This design comes from an exercise in tuning for small area on the open sky130 flow, not from production work. Function was checked by simulation only, so behaviour that the tests miss may differ from the original.

## flow/design.v (module list and top-level ports; edited modules follow where they fit)
// module quant_mac_top: 35 lines
// module mac_ve5_1intmode: 1278 lines
// module c_a21oi: 5 lines
// module c_a222oi: 5 lines
// module c_and2: 5 lines
// module c_andn: 5 lines
// module c_fa: 6 lines
// module c_ha: 6 lines
// module c_inv: 5 lines
// module c_mux2: 5 lines
// module c_mux2i: 5 lines
// module c_nand2: 5 lines
// module c_nor2: 5 lines
// module c_o21ai: 5 lines
// module c_or2: 5 lines
// module c_orn: 5 lines
// module c_xnor2: 5 lines
// module c_xor2: 5 lines
module quant_mac_top (
    input  wire         clk,
    input  wire         mode,
    input  wire [15:0]  value,
    input  wire [15:0]  weight,
    input  wire [27:0]  ints,
    input  wire [17:0]  fps,
    output reg  [27:0]  intr,
    output reg  [17:0]  fpr
);
  // ...
==> flow/run.sh <==
#!/bin/bash
# synth_recipe.tcl (not shown) runs the flow's synth.tcl, then flattens the netlist and writes it again
# the make line also repeats each setting of config.mk as NAME=value (left out here)
make -C /OpenROAD-flow-scripts/flow DESIGN_CONFIG=/design/flow/config.mk WORK_HOME=/design/flow/orfs CLKGATE_MAP_FILE= SYNTH_SCRIPT=/design/flow/synth_recipe.tcl finish
==> flow/config.mk <==
export PLATFORM = sky130hd
export DESIGN_NAME = quant_mac_top
export DESIGN_NICKNAME = quant_mac_top
export VERILOG_FILES = /design/flow/design.v
export SDC_FILE = /design/flow/constraint.sdc
export NUM_CORES = 4
export LEC_CHECK = 0
export CAP_MARGIN = 20
export CORE_MARGIN = 2
export CORE_UTILIZATION = 40
export SLEW_MARGIN = 20
export SYNTH_HIERARCHICAL = 1
export SYNTH_MINIMUM_KEEP_SIZE = 0
==> flow/constraint.sdc <==
create_clock -name core_clock -period 11.5 [get_ports {clk}]
set_input_delay 2.3000 -clock core_clock [delete_from_list [all_inputs] [get_ports {clk}]]
set_output_delay 2.3000 -clock core_clock [all_outputs]
set_load 0.01 [all_outputs]
==> flow_metrics.tcl, run 1 <==
set metrics [dict create \
    period_share 0.931 \
    die_w_um 161 \
    drv_cap 0 \
    drive_gt1_frac 0.138 \
    max_freq_mhz 93.4 \
    crit_arrival_ps 11000 \
    tritoncts "done" \
    die_area_mm2 0.0260 \
    busiest_layer "met2" \
    synth_top_family_by_area "adder cells" \
    port_buffers 125 \
    numCtsBuffers 17 \
    yosysSeqAreaShare 0.253 \
    synth_largest_area_cell "fa_1" \
    ctsResizeCount 11 \
    clk_pin_slew_ps 60 \
    synthesis.area_mm2 0.00990 \
    buffers 162 \
    final_cell_mix "158 x nand2_1, 132 x fa_1, 125 x clkdlybuf4s50_1, 108 x dfxtp_1, 98 x mux2i_1" \
    slowest_delay_ps 500 \
    status "no timing/DRC/antenna violations" \
    hold_depth 1 \
    end_kind "flip-flop" \
    place_congestion 0.861 \
    n_antenna_cell 0 \
    largest_class "multi-input combinational cells" \
]
==> run 2: changes to the inputs <==
==> flow/flow/run.sh (new file) <==
#!/bin/bash
# Standard ORFS layout with area-oriented settings:
#  - port buffers use the smallest buffer (buf_1) instead of the resizer's pick
#  - CTS with clkbuf_8 and no dummy loads
# make's full output goes to flow.log in this folder; ORFS keeps per-step logs
# under orfs/logs/.
set -euo pipefail
bash standard.sh \
  BUFFER_PORTS_ARGS="-buffer_cell sky130_fd_sc_hd__buf_1" \
  CTS_ARGS="-sink_clustering_enable -repair_clock_nets -dont_use_dummy_load -buf_list sky130_fd_sc_hd__clkbuf_8 -sink_clustering_size 20" \
  finish > flow.log 2>&1
==> flow/standard.sh (new file) <==
#!/bin/bash
# synth_recipe.tcl (not shown) runs the flow's synth.tcl, then flattens the netlist and writes it again
# the make line also repeats each setting of config.mk as NAME=value (left out here)
make -C /OpenROAD-flow-scripts/flow DESIGN_CONFIG=/design/flow/config.mk WORK_HOME=/design/flow/orfs CLKGATE_MAP_FILE= SYNTH_SCRIPT=/design/flow/synth_recipe.tcl "${@:-finish}"
removed: flow/run.sh
==> run 2 against run 1 <==
Register-to-register slack got worse by 120 ps. Global-route usage down 0.22 points. Via count fell by 0.86%. Area after synthesis unchanged. Routed wire length decreased by 1.6%. Sequential cell count stayed put. Critical endpoint unchanged. Highest routed layer unchanged.
==> flow_metrics.tcl, run 2 <==
set metrics [dict create \
    status "no timing/DRC/antenna violations" \
    cts_sinks 125 \
    core-area_mm2 0.0243 \
    relSlewSlack 0.385 \
    yosysMostFrequentCell "nand2_1" \
    drtIter0Drc 392 \
    synth_warnings 8 \
    n_antenna_cell 0 \
    insertion_delay_ps 450 \
    synth_area_leaders "fa_1 27%, dfxtp_1 25%, mux2i_1 10%" \
    path_common_cell "a21oi_2" \
    drv_slew 0 \
    setup_violations 0 \
    tightest_slew_ps 919 \
    holdPathEnd "intr[27]" \
    crit_arrival_ps 11150 \
    final_common_cell "nand2_1" \
    path_class "flip-flop to flip-flop" \
    viasPerCell 5.01 \
    cp_max_fo 8 \
    syn2layout_area_growth_pct 14.4 \
    initial_core_util 0.407 \
    grt_pass1_vias 7618 \
    port_buffers 125 \
    wl_per_cell_um 16.3 \
    ant_nets 0 \
    grt-ovfl-total 0 \
    end_kind "flip-flop" \
    ys.flop_type "dfxtp_1" \
    synth_commonest_cells "158 x nand2_1, 132 x fa_1, 125 x dfxtp_1, 101 x mux2i_1, 68 x xor2_1" \
    synthArstFlopShare 0 \
    max_freq_mhz 92.4 \
    routed_wl_um 23400 \
    grtUsageMet2 0.305 \
    grt_max_degree 25 \
    clk_pin_slew_ps 70 \
    drv_cap 0 \
    antenna_found_initial 0 \
    final_cell_mix "158 x nand2_1, 132 x fa_1, 125 x buf_1, 114 x dfxtp_1, 100 x mux2i_1" \
    fin_util 0.466 \
    cpLargestDelayFamily "compound AO/OA/AOI/OAI gates" \
    slowest_delay_ps 540 \
    final_nets 1334 \
    grtUsageTotal 0.191 \
    min_from "ints_q[27]" \
    yosysSeqAreaShare 0.253 \
    numCtsBuffers 17 \
    die_h_um 161 \
    cp-start-kind "flip-flop" \
    ys_types 52 \
    place_congestion 0.869 \
    use_met3 0.0393 \
    syn_avg_cell_area_um2 10.4 \
    grt_pass1_wl_um 38900 \
    synth_edf_count 0 \
    synth_largest_area_cell "fa_1" \
    synthesis.instances 949 \
    drive_gt1_frac 0.128 \
    finalCriticalPeriod_ps 10820 \
    dp.cells 1417 \
    r2r_start "weight_q[6]" \
    fin_cells 1434 \
    worstReg2RegEnd "fpr[7]" \
    skew_ps 34.2 \
    clock_path_buffers 2 \
    firstDrtPassIters 5 \
    reg_top3 "intr: 28 flops, ints_q: 28 flops" \
    met1_usage 0.262 \
    crit_buf_inv 4 \
    worst-r2r-setup-slack_ps 680 \
    hold_ws_ps 428 \
    cp.required_ps 11830 \
    critical-path-slowest-cell "dfxtp_1" \
    h-tree-depth 4 \
    syn-num-nets 1171 \
    die_area_mm2 0.0260 \
    busiest_layer "met2" \
    hpwl_um 18200 \
    io_pins 126 \
    synth_top_area_share 0.267 \
    root_buffer "clkbuf_8" \
    drc 0 \
    cts_post_setup_buffers_inserted 0 \
    period_share 0.941 \
    rows 57 \
    die_w_um 161 \
    vias 7184 \
    hold_depth 1 \
    ys_seq_elements 125 \
    synthesis.area_mm2 0.00990 \
    rr_worst_depth 49 \
    hp-class "flip-flop to flip-flop" \
    tritoncts "done" \
    finalHoldViolations 0 \
]
run 2: cell counts after synthesis:
Identical to the previous run, type by type.
run 2: kinds of logic after synthesis:
| family | share of synthesized area |
|---|---|
| xor gates and xnor gates | 0.107 |
| buffers and inverters | 0.0309 |
| and+or+nand+nor | 0.147 |
| muxes | 0.118 |
| adders and majority gates | 0.280 |
| DFF | 0.253 |
| AOI/OAI and AO/OA | 0.0645 |
run 2: worst reg2reg max path, delay by kind of cell, from the launching register on:
kind | cells | cell delay, ps
and+or+nand+nor | 3 | 720
adders and majority gates | 5 | 2400
xor gates and xnor gates | 4 | 770
DFF | 1 | 540
muxes | 6 | 1110
AOI/OAI and AO/OA | 27 | 4470
buffers and inverters | 4 | 690
run 2: repair_timing:
item | CTS | global route
setup endpoints to repair | 0 | 17
endpoints found under the hold margin | 0 | 0
resized for setup | 0 | 33
hold buffers | 0 | 0
run 2: routing by layer:
layer / share of wire / up-vias
met5: 0 / -
met1: 0.46 / 3491
met4: 0.019 / 0
li1: - / 3454
met3: 0.051 / 32
met2: 0.47 / 207
run 2: worst max-delay path by stage:
stage,start,to,slack [ps],depth (start not counted)
2_1_floorplan,value_q[12],fpr[17],490,41
3_3_place_gp,weight_q[13],fpr[7],360,51
3_5_place_dp,weight_q[13],fpr[7],130,51
4_1_cts,weight_q[13],fpr[7],60,50
5_1_grt,value_q[1],fpr[7],-50,50
6_report,weight_q[6],fpr[7],680,49
run 2: cell type report:
class | instances | area, µm²
Fill cell | 2340 | 13000
Multi-Input combinational cell | 771 | 7210
Sequential cell | 125 | 2520
Timing Repair Buffer | 177 | 880
Tap cell | 324 | 405
Clock buffer | 17 | 234
Inverter | 20 | 75.1
run 2: per-module statistics from Yosys, one instance, submodules excluded, a selection:
module / copies in the design / cells inside
quant_mac_top: 1 / 125
mac_ve5_1intmode: 1 / 227
c_ha: 7 / 1
c_mux2i: 75 / 1
c_a222oi: 5 / 1
c_xnor2: 40 / 1
c_and2: 17 / 1
c_orn: 4 / 1
c_or2: 32 / 1
c_inv: 9 / 1
c_nand2: 146 / 1
c_nor2: 17 / 1
run 2: through the flow:
stage | worst slack (ps) | setup TNS (ps) | cell area, µm²
CTS | 56.2 | 0 | 11200
global placement | 356 | 0 | 11000
global route | -54.4 | -120 | 11300
finish | 676 | 0 | 11300
floorplan | 493 | 0 | 9900
detailed placement | 135 | 0 | 11000
==> run 3: changes to the inputs <==
==> flow/flow/run.sh (replaced) <==
#!/bin/bash
# Standard ORFS layout with area-oriented settings:
#  - buffers from synthesis removed before placement (flow/pre_gpl.tcl),
#    placement not timing-driven (no speculative resizer buffering)
#  - port buffers use the smallest buffer (buf_1) instead of the resizer's pick
#  - CTS with clkbuf_8 and no dummy loads
# make's full output goes to flow.log in this folder; ORFS keeps per-step logs
# under orfs/logs/.
set -euo pipefail
HERE=$(pwd)
bash standard.sh \
  PRE_GLOBAL_PLACE_TCL="$HERE/flow/pre_gpl.tcl" \
  GPL_TIMING_DRIVEN=0 \
  BUFFER_PORTS_ARGS="-buffer_cell sky130_fd_sc_hd__buf_1" \
  CTS_ARGS="-sink_clustering_enable -repair_clock_nets -dont_use_dummy_load -buf_list sky130_fd_sc_hd__clkbuf_8 -sink_clustering_size 20" \
  finish > flow.log 2>&1
==> flow/flow/pre_gpl.tcl (new file) <==
# Remove the buffers synthesis left on pass-through nets before placement
# (the standard flow does this only in timing-driven placement mode).
remove_buffers
==> run 3 against run 2 <==
Synthesized cell count is the same. Highest routed layer unchanged. Setup slack lost 79 ps. Critical path type unchanged. Clock-buffer cell count is the same.
==> flow_metrics.tcl, run 3 <==
set metrics [dict create \
    synthesis.instances 949 \
    holdPathEnd "intr[27]" \
    hold_depth 1 \
    worst-r2r-setup-slack_ps 600 \
    cpLargestDelayFamily "compound AO/OA/AOI/OAI gates" \
    synth_warnings 8 \
    grtUsageTotal 0.183 \
    initial_core_util 0.407 \
    wl_per_cell_um 15.8 \
    synth_largest_area_cell "fa_1" \
    n_antenna_cell 0 \
    syn2layout_area_growth_pct 15.2 \
    die_h_um 161 \
    core-area_mm2 0.0243 \
    drc 0 \
    synth_commonest_cells "158 x nand2_1, 132 x fa_1, 125 x dfxtp_1, 101 x mux2i_1, 68 x xor2_1" \
    finalCriticalPeriod_ps 10900 \
    ant_nets 0 \
    crit_buf_inv 1 \
    fillers 2312 \
    multiInputGateArea_mm2 0.00733 \
    ys_seq_elements 125 \
    worstReg2RegEnd "fpr[8]" \
    path_class "flip-flop to flip-flop" \
    h-tree-depth 4 \
    synth_area_leaders "fa_1 27%, dfxtp_1 25%, mux2i_1 10%" \
    hp-class "flip-flop to flip-flop" \
    end_kind "flip-flop" \
    r2r_start "weight_q[1]" \
    final_nets 1319 \
    grt_pass1_vias 7564 \
    min_from "ints_q[27]" \
    relSlewSlack 0.435 \
    insertion_delay_ps 460 \
    drive_gt1_frac 0.137 \
    critical-path-slowest-cell "or4_4" \
    dp.cells 1371 \
    cts_sinks 125 \
    drv_cap 0 \
    cp_max_fo 13 \
    root_buffer "clkbuf_8" \
    die_area_mm2 0.0260 \
    finalHoldViolations 0 \
    synthesis.area_mm2 0.00990 \
    yosysMostFrequentCell "nand2_1" \
    synth_top_area_share 0.267 \
    viasPerCell 5.10 \
    clock_path_buffers 2 \
    path_common_cell "a21oi_2" \
    vias 7235 \
    yosysSeqAreaShare 0.253 \
    period_share 0.948 \
    synth_edf_count 0 \
    antenna_found_initial 0 \
    drv_slew 0 \
    reg_top3 "intr: 28 flops, ints_q: 28 flops" \
    skew_ps 33.9 \
    ys_types 52 \
    routed_wl_um 22500 \
    max_freq_mhz 91.7 \
    firstDrtPassIters 5 \
    die_w_um 161 \
    numCtsBuffers 17 \
    postCtsHoldBufs 0 \
    synthArstFlopShare 0 \
    cp-start-kind "flip-flop" \
    grt-ovfl-total 0 \
    syn_avg_cell_area_um2 10.4 \
    io_pins 126 \
    ys.flop_type "dfxtp_1" \
    tritoncts "done" \
    syn-num-nets 1171 \
    grt_max_degree 19 \
    fin_cells 1419 \
    tightest_slew_ps 845 \
    port_buffers 125 \
    place_congestion 0.848 \
    setup_violations 0 \
    crit_arrival_ps 11260 \
    hpwl_um 16900 \
    status "no timing/DRC/antenna violations" \
    clk_pin_slew_ps 80 \
    slowest_delay_ps 530 \
    drtIter0Drc 435 \
    final_cell_mix "158 x nand2_1, 132 x fa_1, 125 x buf_1, 108 x dfxtp_1, 98 x mux2i_1" \
    final_common_cell "nand2_1" \
    layout.area.seq_mm2 0.00256 \
    cp.required_ps 11860 \
    grt_pass1_wl_um 37400 \
    rr_worst_depth 50 \
    rows 57 \
]
==> run 3: cell counts after synthesis <==
No cell type changed its count.
==> run 3: per-stage QoR <==
stage | hold WS, ps | setup slack (ps) | TNS, ps | instance area [µm²] | util
2_1_floorplan | 414 | 493 | 0 | 9900 | -
3_3_place_gp | 425 | -2350 | -34770 | 10500 | 0.433
3_5_place_dp | 431 | -1350 | -17970 | 10600 | 0.438
4_1_cts | 441 | 32.4 | 0 | 11100 | 0.457
5_1_grt | 457 | -89.4 | -283 | 11400 | 0.469
6_report | 442 | 597 | 0 | 11400 | 0.469
==> run 3: final cells by class <==
class	instances	area share
repair buffers	162	0.0700
clock buffers	17	0.0205
multi-input cells	771	0.643
inverters	20	0.00691
well taps	324	0.0355
flip-flops and latches	125	0.224
==> run 3: worst register-to-register path, delay by kind of cell (launching register included) <==
family                     cells  cell delay [ps]
buffers and inverters          1              150
adders and majority gates      4             1780
DFF                            1              410
and+or+nand+nor                7             1580
AOI/OAI and AO/OA             28             4620
xor gates and xnor gates       3              540
muxes                          7             1780
==> run 3: kinds of logic after synthesis <==
group,Yosys count,synth area share
mux,113,0.118
flops,125,0.253
simple gates,309,0.147
compound gates,86,0.0645
fa+ha+maj,142,0.280
buf+inv,53,0.0309
xor+xnor,121,0.107
==> run 3: worst max path at each step <==
stage / slack (ps) / cells after the start / to / from
global placement: -2350 / 36 / fpr[17] / value_q[12]
global route: -90 / 50 / fpr[9] / value_q[2]
CTS: 30 / 53 / fpr[17] / weight_q[2]
detailed placement: -1350 / 48 / fpr[17] / mode_q
floorplan: 490 / 41 / fpr[17] / value_q[12]
finish: 600 / 50 / fpr[8] / weight_q[1]
==> run 3: timing repair <==
action | CTS | global route
pin swaps | 4 | 12
setup endpoints to repair | 17 | 17
setup buffers | 13 | 18
gates resized for setup | 40 | 34
==> run 3: modules after synthesis (local to each module, per instance), a selection <==
module / times used / cell area (µm²) / cells
c_mux2: 5 / 15.0 / 1
c_mux2i: 75 / 10.0 / 1
c_inv: 9 / 3.75 / 1
c_nand2: 146 / 3.75 / 1
c_a21oi: 20 / 8.76 / 1
mac_ve5_1intmode: 1 / 1580 / 227
c_orn: 4 / 6.26 / 1
c_and2: 17 / 6.26 / 1
c_xor2: 64 / 8.76 / 1
c_fa: 132 / 20.0 / 1
c_nor2: 17 / 3.75 / 1
c_o21ai: 21 / 5.00 / 1
==> run 3: routing by layer <==
metal	GRT usage	up-vias	routed length (µm)	part of all wire
met2	0.300	222	10600	0.47
met4	0.0649	0	470	0.021
li1	-	3430	-	-
met1	0.240	3550	10100	0.45
met3	0.0383	33	1310	0.058
met5	0	-	0	0
==> run 4: changes to the inputs <==
==> flow/flow/run.sh (replaced) <==
#!/bin/bash
# Standard ORFS layout with area-oriented settings:
#  - before placement, combinational cells are set to their smallest size
#    (flow/pre_gpl.tcl); the resizer upsizes where timing needs it
#  - port buffers use the smallest buffer (buf_1) instead of the resizer's pick
#  - CTS with clkbuf_8 and no dummy loads
# make's full output goes to flow.log in this folder; ORFS keeps per-step logs
# under orfs/logs/.
set -euo pipefail
HERE=$(pwd)
bash standard.sh \
  PRE_GLOBAL_PLACE_TCL="$HERE/flow/pre_gpl.tcl" \
  BUFFER_PORTS_ARGS="-buffer_cell sky130_fd_sc_hd__buf_1" \
  CTS_ARGS="-sink_clustering_enable -repair_clock_nets -dont_use_dummy_load -buf_list sky130_fd_sc_hd__clkbuf_8 -sink_clustering_size 20" \
  finish > flow.log 2>&1
==> flow/flow/pre_gpl.tcl (replaced) <==
# Before global placement: set every combinational cell to its smallest
# drive strength (synthesis maps the one-gate modules in isolation and
# often picks larger sizes); the resizer upsizes where timing needs it.
set n 0
foreach inst [get_cells *] {
  set ref [get_property $inst ref_name]
  if {[regexp {^(sky130_fd_sc_hd__[a-z0-9]+)_([0-9]+)$} $ref -> base size]} {
    if {$size <= 1} { continue }
    if {[regexp {dfxtp|dfrtp|clkbuf|clkinv|conb|tap|fill|decap|dlygate|clkdly} $base]} { continue }
    set target "${base}_1"
    if {[llength [get_lib_cells -quiet */$target]] == 0} { continue }
    replace_cell [get_property $inst full_name] $target
    incr n
  }
}
puts "pre_gpl.tcl: downsized $n cells"
==> run 4 against run 3 <==
Still clean on timing, DRC and antenna. Critical path depth rose by 1. Via count is 0.40% higher. Die area unchanged. Final cell count grew 0.56%. Sequential share of layout area increased by 0.32 points. Non-clock buffer count up 8. Setup slack better by 21 ps. Routed wire length is 1.5% higher. First-iteration DRC count fell by 15%. Critical path type unchanged. Largest cell class unchanged.
==> flow_metrics.tcl, run 4 <==
set metrics [dict create \
    worstReg2RegEnd "fpr[11]" \
    fin_util 0.459 \
    drive_gt1_frac 0.102 \
    syn_avg_cell_area_um2 10.4 \
    syn-num-nets 1171 \
    dp.cells 1407 \
    final_cell_mix "159 x nand2_1, 132 x fa_1, 125 x buf_1, 109 x dfxtp_1, 97 x mux2i_1" \
    r2r_start "weight_q[2]" \
    cts_sinks 125 \
    busiest_layer "met2" \
    end_kind "flip-flop" \
    clock_path_buffers 2 \
    initial_core_util 0.407 \
    rows 57 \
    drv_slew 0 \
    synthArstFlopShare 0 \
    root_buffer "clkbuf_8" \
    fin_tns_setup_ps 0 \
    tightest_slew_ps 1070 \
    synth_top_area_share 0.267 \
    relSlewSlack 0.283 \
    rr_worst_depth 51 \
    fillers 2340 \
    die_w_um 161 \
    synthesis.instances 949 \
    crit_buf_inv 2 \
    viasPerCell 5.09 \
    port_buffers 125 \
    cpLargestDelayFamily "compound AO/OA/AOI/OAI gates" \
    period_share 0.946 \
    fin_cells 1427 \
    final_nets 1327 \
    skew_ps 22.2 \
    routed_wl_um 22800 \
    ys.flop_type "dfxtp_1" \
    yosysMostFrequentCell "nand2_1" \
    crit_arrival_ps 11240 \
    io_pins 126 \
    wl_per_cell_um 16.0 \
    cp_max_fo 17 \
    insertion_delay_ps 440 \
    worst-r2r-setup-slack_ps 620 \
    grt_pass1_wl_um 37600 \
    ant_nets 0 \
    antenna_found_initial 0 \
    min_from "ints_q[27]" \
    setup_ws_ps 618 \
    synth_commonest_cells "158 x nand2_1, 132 x fa_1, 125 x dfxtp_1, 101 x mux2i_1, 68 x xor2_1" \
    postLayoutCellArea_mm2 0.0112 \
    yosysSeqAreaShare 0.253 \
    hpwl_um 17800 \
    syn2layout_area_growth_pct 12.8 \
    numCtsBuffers 17 \
    vias 7264 \
    preCtsSetupSlack_ps -91.6 \
    firstDrtPassIters 5 \
    synth_largest_area_cell "fa_1" \
    grt_pass1_vias 7502 \
    final_common_cell "nand2_1" \
    ys_seq_elements 125 \
    max_freq_mhz 91.9 \
    synthesis.area_mm2 0.00990 \
    grtUsageMet2 0.293 \
    holdPathEnd "intr[27]" \
    finalCriticalPeriod_ps 10880 \
    clk_pin_slew_ps 80 \
    drc 0 \
    finalHoldViolations 0 \
    cp.required_ps 11860 \
    hold_ws_ps 440 \
    grt_max_degree 25 \
    met1_usage 0.251 \
    tritoncts "done" \
    synth_area_leaders "fa_1 27%, dfxtp_1 25%, mux2i_1 10%" \
    use_met3 0.0465 \
    cp-start-kind "flip-flop" \
    grt-ovfl-total 0 \
    die_area_mm2 0.0260 \
    core-area_mm2 0.0243 \
    critical-path-slowest-cell "fa_1" \
    die_h_um 161 \
    place_congestion 0.900 \
    n_antenna_cell 0 \
    status "no timing/DRC/antenna violations" \
    grtUsageTotal 0.185 \
    hold_depth 1 \
    setup_violations 0 \
    place_area_mm2 0.0107 \
    hp-class "flip-flop to flip-flop" \
    ys_types 52 \
    drv_cap 0 \
    drtIter0Drc 369 \
    slowest_delay_ps 510 \
    h-tree-depth 4 \
    synth_warnings 8 \
    path_class "flip-flop to flip-flop" \
    synth_edf_count 0 \
    reg_top3 "intr: 28 flops, ints_q: 28 flops" \
]
## run 4: cells by family after synthesis
logic type,after synthesis,share of synthesized area
mux,113,0.118
buf+inv,53,0.0309
flops,125,0.253
fa+ha+maj,142,0.280
compound gates,86,0.0645
xor+xnor,121,0.107
simple gates,309,0.147
## run 4: worst register-to-register path, delay by kind of cell (launching register included)
kind	cells	cell delay, ps
AO/OA/AOI/OAI	27	4240
XOR/XNOR	4	770
adder cells (fa/ha/maj)	4	1800
buffers and inverters	2	400
flip-flops	1	410
multiplexers	8	1790
AND/OR/NAND/NOR	6	1410
## run 4: final cells by class
type | count | area [µm²] | share of cell area
clock buffers | 17 | 234 | 0.0210
inverters | 20 | 75.1 | 0.00672
flip-flops and latches | 125 | 2540 | 0.228
well taps | 324 | 405 | 0.0363
repair buffers | 170 | 832 | 0.0745
multi-input cells | 771 | 7080 | 0.634
## run 4: worst max-delay path by stage
| stage | start | to | slack (ps) | depth (start not counted) |
|---|---|---|---|---|
| after floorplan | value_q[12] | fpr[17] | 490 | 41 |
| after global placement | weight_q[2] | fpr[11] | 80 | 50 |
| after detailed placement | weight_q[3] | fpr[11] | -90 | 50 |
| after CTS | weight_q[5] | fpr[11] | 10 | 51 |
| after global routing | weight_q[2] | fpr[11] | -100 | 51 |
| final | weight_q[2] | fpr[11] | 620 | 51 |
## run 4: layer usage
metal / up-vias / part of all wire
met4: 0 / 0.022
li1: 3448 / -
met3: 35 / 0.057
met1: 3563 / 0.46
met2: 218 / 0.46
met5: - / 0
## run 4: repair_timing
item                                    4_1_cts  5_1_grt
pin swaps                                     1        8
resized for setup                            12       44
setup buffers                                 0        3
hold buffers                                  0        0
endpoints found under the setup margin        6       17
## run 4: Yosys stat by module, one instance, submodules excluded, a selection
module / times used / cell area [µm²] / cells
c_mux2: 5 / 15.0 / 1
c_mux2i: 75 / 10.0 / 1
c_nor2: 17 / 3.75 / 1
c_a21oi: 20 / 8.76 / 1
c_orn: 4 / 6.26 / 1
c_and2: 17 / 6.26 / 1
==> run 5: changes to the inputs <==
==> flow/flow/run.sh (replaced) <==
#!/bin/bash
# Standard ORFS layout with area-oriented settings:
#  - before placement, combinational cells are set to their smallest size
#    (flow/pre_gpl.tcl); the resizer upsizes where timing needs it
#  - port buffers use the smallest buffer (buf_1) instead of the resizer's pick
#  - CTS with clkbuf_4 and no dummy loads
# make's full output goes to flow.log in this folder; ORFS keeps per-step logs
# under orfs/logs/.
set -euo pipefail
HERE=$(pwd)
bash standard.sh \
  PRE_GLOBAL_PLACE_TCL="$HERE/flow/pre_gpl.tcl" \
  BUFFER_PORTS_ARGS="-buffer_cell sky130_fd_sc_hd__buf_1" \
  CTS_ARGS="-sink_clustering_enable -repair_clock_nets -dont_use_dummy_load -buf_list sky130_fd_sc_hd__clkbuf_4 -sink_clustering_size 10 -sink_clustering_max_diameter 40" \
  finish > flow.log 2>&1
==> run 5 against run 4 <==
Design area shrank 1.0%. Register-to-register slack better by 30 ps. Area after synthesis stayed put. Critical path type unchanged. Critical endpoint unchanged. Largest cell class unchanged.
==> flow_metrics.tcl, run 5 <==
set metrics [dict create \
    cts_sinks 125 \
    cp_max_fo 17 \
    synthesis.area_mm2 0.00990 \
    final_cell_mix "159 x nand2_1, 132 x fa_1, 125 x buf_1, 109 x dfxtp_1, 98 x mux2i_1" \
    synthesis.instances 949 \
    ant_nets 0 \
    grt_pass1_vias 7516 \
    grt_pass1_wl_um 37600 \
    max_freq_mhz 92.2 \
    grtUsageTotal 0.184 \
    wl_per_cell_um 15.9 \
    clock_path_buffers 2 \
    firstDrtPassIters 5 \
    drive_gt1_frac 0.101 \
    synth_edf_count 0 \
    initial_core_util 0.407 \
    slowest_delay_ps 540 \
    cp-start-kind "flip-flop" \
    ys_seq_elements 125 \
    crit_buf_inv 4 \
    final_common_cell "nand2_1" \
    tritoncts "done" \
    syn2layout_area_growth_pct 11.7 \
    rows 57 \
    ys.flop_type "dfxtp_1" \
    io_pins 126 \
    grt-ovfl-total 0 \
    drv_cap 0 \
    port_buffers 125 \
    drc 0 \
    routed_wl_um 22800 \
    path_common_cell "a21oi_2" \
    synth_area_leaders "fa_1 27%, dfxtp_1 25%, mux2i_1 10%" \
    yosysMostFrequentCell "nand2_1" \
    grt_max_degree 25 \
    synth_commonest_cells "158 x nand2_1, 132 x fa_1, 125 x dfxtp_1, 101 x mux2i_1, 68 x xor2_1" \
    synth_largest_area_cell "fa_1" \
    syn-num-nets 1171 \
    postCtsHoldBufs 0 \
    path_class "flip-flop to flip-flop" \
    postLayoutCellArea_mm2 0.0111 \
    status "no timing/DRC/antenna violations" \
    drtIter0Drc 320 \
    end_kind "flip-flop" \
    reg_top3 "intr: 28 flops, ints_q: 28 flops" \
    hpwl_um 17800 \
    antenna_found_initial 1 \
    setup_violations 0 \
    yosysSeqAreaShare 0.253 \
    insertion_delay_ps 530 \
    hp-class "flip-flop to flip-flop" \
    cpLargestDelayFamily "compound AO/OA/AOI/OAI gates" \
    setup_ws_ps 649 \
    numCtsBuffers 17 \
    period_share 0.944 \
    place_area_mm2 0.0107 \
    die_w_um 161 \
    vias 7249 \
    root_buffer "clkbuf_4" \
    final_nets 1327 \
    skew_ps 35.3 \
    die_area_mm2 0.0260 \
    h-tree-depth 4 \
    viasPerCell 5.08 \
    die_h_um 161 \
    syn_avg_cell_area_um2 10.4 \
    crit_arrival_ps 11290 \
    synth_warnings 8 \
    tightest_slew_ps 1070 \
    synthArstFlopShare 0 \
    cp.required_ps 11940 \
    critical-path-slowest-cell "fa_1" \
    drv_slew 0 \
    place_congestion 0.900 \
    finalCriticalPeriod_ps 10850 \
    ys_types 52 \
    clk_pin_slew_ps 120 \
    preCtsSetupSlack_ps -91.6 \
    core-area_mm2 0.0243 \
    finalHoldViolations 0 \
    relSlewSlack 0.285 \
    synth_top_area_share 0.267 \
]
[run 5: changes by cell type in the layout (fill, tap and decap cells not counted), sizes merged]
cell	change
diode	+1
[run 5: what timing repair did]
action                     CTS  global route
pin swaps                    1             8
resized for setup           12            42
setup endpoints to repair    7            17
buffers inserted             0             3
[run 5: kinds of logic (layout without fill, tap and decap cells)]
| kind of cell | after synthesis | in the layout | share of synthesized area |
|---|---|---|---|
| AO/OA/AOI/OAI | 86 | 86 | 0.0645 |
| multiplexers | 113 | 113 | 0.118 |
| flip-flops | 125 | 125 | 0.253 |
| buffers and inverters | 53 | 207 | 0.0309 |
| adder cells (fa/ha/maj) | 142 | 142 | 0.280 |
| other | 0 | 1 | 0 |
| AND/OR/NAND/NOR | 309 | 309 | 0.147 |
| XOR/XNOR | 121 | 121 | 0.107 |
[run 5: worst reg2reg max path, delay by kind of cell, from the launching register on]
kind	cells	cell delay [ps]
AO/OA/AOI/OAI	26	4140
adder cells (fa/ha/maj)	5	2400
multiplexers	7	1400
AND/OR/NAND/NOR	4	980
buffers and inverters	4	770
XOR/XNOR	4	740
flip-flops	1	340
[run 5: cell type report]
cell class	instances	area, µm²
Fill cell	2372	13300
Multi-Input combinational cell	771	7070
Tap cell	324	405
Sequential cell	125	2540
Antenna cell	1	2.50
Clock buffer	17	128
Timing Repair Buffer	170	832
Inverter	20	75.1
[run 5: per-layer routing]
layer	wire length [µm]	track usage	up-vias
li1	-	-	3456
met1	10600	0.252	3540
met2	10400	0.293	220
met3	1310	0.0411	33
met4	529	0.0593	0
met5	0	0	-
[run 5: path summary, 6_finish.rpt]
path	from	to	slack, ps	depth (start not counted)
setup / recovery	mode_q	fpr[11]	650	50
hold / removal	ints_q[27]	intr[27]	450	1
setup reg to reg	mode_q	fpr[11]	650	50
hold reg to reg	ints_q[27]	intr[27]	450	1
[run 5: per-module statistics from Yosys (local to each module, per instance), a selection]
module            flip-flops and latches  copies in the design  cells
c_ha                                   0                     7      1
c_xor2                                 0                    64      1
c_or2                                  0                    32      1
c_fa                                   0                   132      1
c_a21oi                                0                    20      1
c_and2                                 0                    17      1
c_xnor2                                0                    40      1
c_nor2                                 0                    17      1
mac_ve5_1intmode                       0                     1    227
c_nand2                                0                   146      1
[run 5: metrics by stage]
stage	util	instances	hold slack (ps)	setup TNS (ps)
global route	0.454	1428	481	-366
finish	0.454	1428	446	0
global placement	0.441	1407	428	0
floorplan	-	949	414	0
detailed placement	0.441	1407	436	-308
CTS	0.448	1424	449	0

==> re-timing with driven ports <==
The results above use ideal ports. As a check the final layouts listed here were re-extracted and re-timed, cells and wires unchanged. Step 1, drivers: a clkbuf_16 drives clk and a buf_2 each remaining input, both assumed. Step 2 moves the port delays by t, midway between the first and last clock arrival at a register: inputs arrive t later, outputs are due t later. That takes back most of the time a late clock gives input paths. Slacks: no drivers / after step 1 / after step 2; pairs: no drivers / after step 1.
run	t, ns	slack for setup (ns)	worst slew at a driven data input, ns
run 1	0.464	0.795 / 0.795 / 0.795	0.05
run 2	0.476	0.676 / 0.676 / 0.676	0.05
run 3	0.491	0.597 / 0.597 / 0.597	0.04
run 4	0.477	0.618 / 0.618 / 0.618	0.04
run 5	0.558	0.649 / 0.649 / 0.649	0.04
After both steps setup and hold are still met in every run listed.
